Source: an optimization exercise on an open RTL-to-GDS flow (aim: small area, a short achievable clock period and few clock cycles per item). Production flows keep margins and buffers that such runs may drop.
In this exercise RTL edits were held to simulation tests only and were not proved equivalent to the original.
Power and IR drop assume default switching activity.

Design udp_ipv4_tx, start of the top module:
module udp_ipv4_tx (
    input  wire             ap_clk,
    input  wire             ap_rst_n,
    input  wire  [31:0]     my_ip_addr,
    input  wire   [7:0]     ip_protocol,
    input  wire             s_axis_tx_meta_tvalid,
    output wire             s_axis_tx_meta_tready,
    input  wire [255:0]     s_axis_tx_meta_tdata,
    input  wire             s_axis_tx_data_tvalid,
    output wire             s_axis_tx_data_tready,
    input  wire  [63:0]     s_axis_tx_data_tdata,
    input  wire   [7:0]     s_axis_tx_data_tkeep,
    input  wire             s_axis_tx_data_tlast,
    output wire             m_axis_tx_data_tvalid,
    input  wire             m_axis_tx_data_tready,
    output wire   [63:0]    m_axis_tx_data_tdata,
    output wire    [7:0]    m_axis_tx_data_tkeep,
    output wire             m_axis_tx_data_tlast,
    output reg    [31:0]    datagrams_transmitted
);
For scale: roughly 91 flip-flops, roughly 480 I/O pins.
export LEC_CHECK = 0
export CAP_MARGIN = 20
export CORE_AREA = 2.5 2.5 97.5 97.5
export CTS_BUF_LIST = sky130_fd_sc_hd__clkbuf_8
export DIE_AREA = 0 0 100 100
export PLACE_DENSITY = 0.7
export SETUP_SLACK_MARGIN = 2.3
export SLEW_MARGIN = 20
create_clock -name core_clock -period 5.0 [get_ports {ap_clk}]
standard.sh (not shown) runs the stock make flow with config.mk's settings and CLKGATE_MAP_FILE= SYNTH_SCRIPT=/design/flow/synth_recipe.tcl, a recipe that flattens the netlist after the stock synthesis.
==> flow/flow/run.sh <==
#!/bin/bash
# Standard ORFS layout (the standard.sh, unchanged synthesis), with the
# port buffers made from the smallest buffer instead of the default choice
# and the pins allowed on every routing track, so a smaller die fits them.
set -euo pipefail
export BUFFER_PORTS_ARGS="-buffer_cell sky130_fd_sc_hd__buf_1"
export PLACE_PINS_ARGS="-min_distance 1 -min_distance_in_tracks"
bash standard.sh synth > synth.log 2>&1
bash standard.sh finish > layout.log 2>&1
Testbench counts at the start, summed over its fixed seeds: cycles 93,634, packets 4,800.
Then changed:
Settings changed: CTS_BUF_LIST sky130_fd_sc_hd__clkbuf_8 to default.
Result:
- wire length grows by about 0.4%
- design area hardly moves
- combinational power barely changes
- die area does not change
- global-route usage is unchanged
- fmax shrinks by 0.30%
- synthesized area is unchanged
- total power grows by 0.68%
- sequential cell count is unchanged

---

udp_ipv4_tx, a different RTL version from the one above (not shown whole).
For scale: about 490 cells after synthesis, roughly 90 flip-flops, roughly 4600 µm² of cells after synthesis.
clock: 5.0 ns
lec_check: 0
cap_margin: 20
core_area: 2.5 2.5 97.5 97.5
die_area: 0 0 100 100
place_density: 0.7
setup_slack_margin: 2.3
slew_margin: 20
Scripts as last shown in full above: flow/flow/run.sh
Testbench counts at the start, summed over its fixed seeds: cycles 93,634, packets 4,800.
Change:
- CORE_AREA: 2.5 2.5 97.5 97.5 -> 2.5 2.5 117.5 117.5
- DIE_AREA: 0 0 100 100 -> 0 0 120 120
- PLACE_DENSITY: 0.7 -> 0.5
- SETUP_SLACK_MARGIN: 2.3 -> 2.35
Effect:
- sequential power barely changes
- die area rises by 44%
- total power is higher by 14%
- core utilization came out lower by 21 points
- worst setup slack loses 24 ps

---

The RTL this note starts from:
==> flow/design.v <==
`default_nettype none
`timescale 1 ns / 1 ps
module udp_ipv4_tx (
    input  wire             ap_clk,
    input  wire             ap_rst_n,
    input  wire  [31:0]     my_ip_addr,
    input  wire   [7:0]     ip_protocol,
    input  wire             s_axis_tx_meta_tvalid,
    output wire             s_axis_tx_meta_tready,
    input  wire [255:0]     s_axis_tx_meta_tdata,
    input  wire             s_axis_tx_data_tvalid,
    output wire             s_axis_tx_data_tready,
    input  wire  [63:0]     s_axis_tx_data_tdata,
    input  wire   [7:0]     s_axis_tx_data_tkeep,
    input  wire             s_axis_tx_data_tlast,
    output wire             m_axis_tx_data_tvalid,
    input  wire             m_axis_tx_data_tready,
    output wire   [63:0]    m_axis_tx_data_tdata,
    output wire    [7:0]    m_axis_tx_data_tkeep,
    output wire             m_axis_tx_data_tlast,
    output reg    [31:0]    datagrams_transmitted
);
reg st_h0, st_h1, st_h2, st_h3, st_dat, st_prv, st_ext;
reg  [31:0] prev_data;    
reg   [3:1] prev_keep;    
reg         len_zero;     
reg  [15:2] len_r;        
reg         meta_seen;    
wire [31:0] m_dst_ip   = s_axis_tx_meta_tdata[31:0];
wire [15:0] m_dst_port = s_axis_tx_meta_tdata[47:32];
wire [15:0] m_src_port = s_axis_tx_meta_tdata[95:80];
wire [15:0] m_len      = s_axis_tx_meta_tdata[111:96];
wire [15:0] tot_len    = {len_r, m_len[1:0]};
wire [15:0] udp_len    = {len_r, m_len[1:0]};
wire in_v    = s_axis_tx_data_tvalid;
wire in_last = s_axis_tx_data_tlast;
wire in_k4   = s_axis_tx_data_tkeep[4];
wire rdy     = m_axis_tx_data_tready;
assign m_axis_tx_data_tvalid = (st_h0 & s_axis_tx_meta_tvalid & meta_seen) | st_h1 | st_h2 |
                               (st_h3 & len_zero) | st_ext | (st_dat & in_v);
wire out_hs  = m_axis_tx_data_tvalid & rdy;
wire data_hs = st_dat & in_v & rdy;
assign s_axis_tx_data_tready = st_dat & rdy;
assign s_axis_tx_meta_tready = st_h3 & rdy & (len_zero | in_v);
assign m_axis_tx_data_tlast = st_ext | (st_h3 & len_zero) | (st_dat & in_last & ~in_k4);
assign m_axis_tx_data_tkeep[0]   = 1'b1;
assign m_axis_tx_data_tkeep[3:1] = st_ext ? prev_keep : 3'b111;
assign m_axis_tx_data_tkeep[7:4] = (st_h0 | st_h1 | st_h2) ? 4'hF :
                                   st_dat ? s_axis_tx_data_tkeep[3:0] : 4'h0;
assign m_axis_tx_data_tdata[31:0] =
      ({32{st_h0}} & {tot_len[7:0], tot_len[15:8], 8'h00, 8'h45})
    | ({32{st_h1}} & {16'h0000, ip_protocol, 8'h40})
    | ({32{st_h2}} & {m_dst_ip[7:0], m_dst_ip[15:8], m_dst_ip[23:16], m_dst_ip[31:24]})
    | ({32{st_h3}} & {16'h0000, udp_len[7:0], udp_len[15:8]})
    | ({32{st_prv}} & prev_data);
assign m_axis_tx_data_tdata[63:32] =
      ({32{st_h1}} & my_ip_addr)
    | ({32{st_h2}} & {m_dst_port[7:0], m_dst_port[15:8], m_src_port[7:0], m_src_port[15:8]})
    | ({32{st_dat}} & s_axis_tx_data_tdata[31:0]);
always @(posedge ap_clk) begin
    if (!ap_rst_n) begin
        st_h0  <= 1'b1;
        st_h1  <= 1'b0;
        st_h2  <= 1'b0;
        st_h3  <= 1'b0;
        st_dat <= 1'b0;
        st_prv <= 1'b0;
        st_ext <= 1'b0;
    end else if (out_hs) begin
        st_h0  <= m_axis_tx_data_tlast;
        st_h1  <= st_h0;
        st_h2  <= st_h1;
        st_h3  <= st_h2;
        st_dat <= (st_h2 & ~len_zero) | (st_dat & ~in_last);
        st_prv <= st_dat & (~in_last | in_k4);
        st_ext <= st_dat & in_last & in_k4;
    end
end
always @(posedge ap_clk) begin
    if (data_hs) begin
        prev_data <= s_axis_tx_data_tdata[63:32];
        prev_keep <= s_axis_tx_data_tkeep[7:5];
    end
end
always @(posedge ap_clk) begin
    len_zero  <= (m_len == 16'd0);
    len_r     <= {m_len[15:5] ^ len_inc, len_lo[2:0]};
    meta_seen <= ap_rst_n & s_axis_tx_meta_tvalid & ~s_axis_tx_meta_tready;
end
genvar i;
wire        len_u = st_h2 | st_h3;
wire  [3:0] len_lo = {1'b0, m_len[4:2]} + {1'b0, ~len_u, 1'b1, ~len_u};
wire [10:0] len_ones;      
assign len_ones[0] = 1'b1;
for (i = 1; i < 11; i = i + 1) begin : g_len
    assign len_ones[i] = len_ones[i-1] & m_len[4+i];
end
wire [10:0] len_inc = {11{len_lo[3]}} & len_ones;
wire [31:0] cnt_ones;
assign cnt_ones[0] = 1'b1;
for (i = 1; i < 32; i = i + 1) begin : g_cnt
    assign cnt_ones[i] = cnt_ones[i-1] & datagrams_transmitted[i-1];
end
always @(posedge ap_clk) begin
    if (!ap_rst_n)
        datagrams_transmitted <= 32'd0;
    else
        datagrams_transmitted <= datagrams_transmitted ^
                                 ({32{out_hs & m_axis_tx_data_tlast}} & cnt_ones);
end
endmodule
==> flow/config.mk <==
export PLATFORM = sky130hd
export DESIGN_NAME = udp_ipv4_tx
export DESIGN_NICKNAME = udp_ipv4_tx
export VERILOG_FILES = /design/flow/design.v
export SDC_FILE = /design/flow/constraint.sdc
export NUM_CORES = 4
export LEC_CHECK = 0
export CAP_MARGIN = 20
export CORE_AREA = 2.5 2.5 107.5 107.5
export DIE_AREA = 0 0 110 110
export PLACE_DENSITY = 0.6
export SETUP_SLACK_MARGIN = 2.3
export SLEW_MARGIN = 20
==> flow/constraint.sdc <==
create_clock -name core_clock -period 5.0 [get_ports {ap_clk}]
set_input_delay 1.0000 -clock core_clock [delete_from_list [all_inputs] [get_ports {ap_clk}]]
set_output_delay 1.0000 -clock core_clock [all_outputs]
set_load 0.01 [all_outputs]
Scripts as last shown in full above: flow/flow/run.sh
Testbench counts at the start, summed over its fixed seeds: cycles 93,634, packets 4,800.
Then changed:
==> flow/flow/run.sh (replaced) <==
#!/bin/bash
# Standard ORFS layout (the standard.sh, unchanged synthesis), with the
# port buffers made from the smallest buffer instead of the default choice.
set -euo pipefail
export BUFFER_PORTS_ARGS="-buffer_cell sky130_fd_sc_hd__buf_1"
bash standard.sh synth > synth.log 2>&1
bash standard.sh finish > layout.log 2>&1
Settings changed: CORE_AREA 2.5 2.5 107.5 107.5 to 2.5 2.5 167.5 167.5, DIE_AREA 0 0 110 110 to 0 0 170 170.
After rerunning: Non-clock buffer count grows by 8; clock skew grows by 0.0037 ns; critical path depth shrinks by 1; clock-buffer cell count shrinks by 4; cell area grows by a little under a tenth; wire length grows by well over a third; worst hold slack loses 0.0075 ns; final cell count grows by a quarter to a third; combinational power grows by roughly a tenth; synthesized area is unchanged.

-- separate check: timing with driven ports --
Ports are ideal in the flow. The routed layouts listed here were re-timed in OpenROAD.
Step 1 sets driving cells, clkbuf_16 on the clock port and buf_2 on the other inputs (assumed; they add their load-dependent delay and slew).
Step 2, shift: input delay + t, output delay - t, t = (earliest + latest rising clock arrival at the registers) / 2. This alone moves slack from input paths to output paths.
Slacks: ideal / step 1 / step 2; pairs: ideal / step 1.
run | shift t [ns] | setup WS [ns] | worst hold slack (ns) | worst register clock-pin slew, ns | pins driven straight from the clock port
the first run of note 1 | 0.376 | 2.342 / 2.310 / 2.085 | 0.507 / 0.507 / 0.507 | 0.09 / 0.09 | 1
the second run of note 1 | 0.376 | 2.334 / 2.304 / 2.085 | 0.509 / 0.509 / 0.509 | 0.09 / 0.09 | 1
the first run of note 2 | 0.381 | 2.268 / 2.225 / 2.120 | 0.499 / 0.499 / 0.499 | 0.09 / 0.09 | 1
the second run of note 2 | 0.384 | 2.244 / 2.196 / 1.979 | 0.483 / 0.483 / 0.483 | 0.07 / 0.07 | 1
the first run of note 3 | 0.389 | 2.160 / 2.113 / 2.046 | 0.499 / 0.499 / 0.499 | 0.09 / 0.09 | 1
the second run of note 3 | 0.386 | 2.235 / 2.185 / 2.035 | 0.492 / 0.492 / 0.492 | 0.08 / 0.08 | 1
After both steps every run listed still meets setup and hold. For the second run of note 2, which loses most, drivers alone change the setup slack by -0.048 ns; drivers and shift together by -0.265 ns.
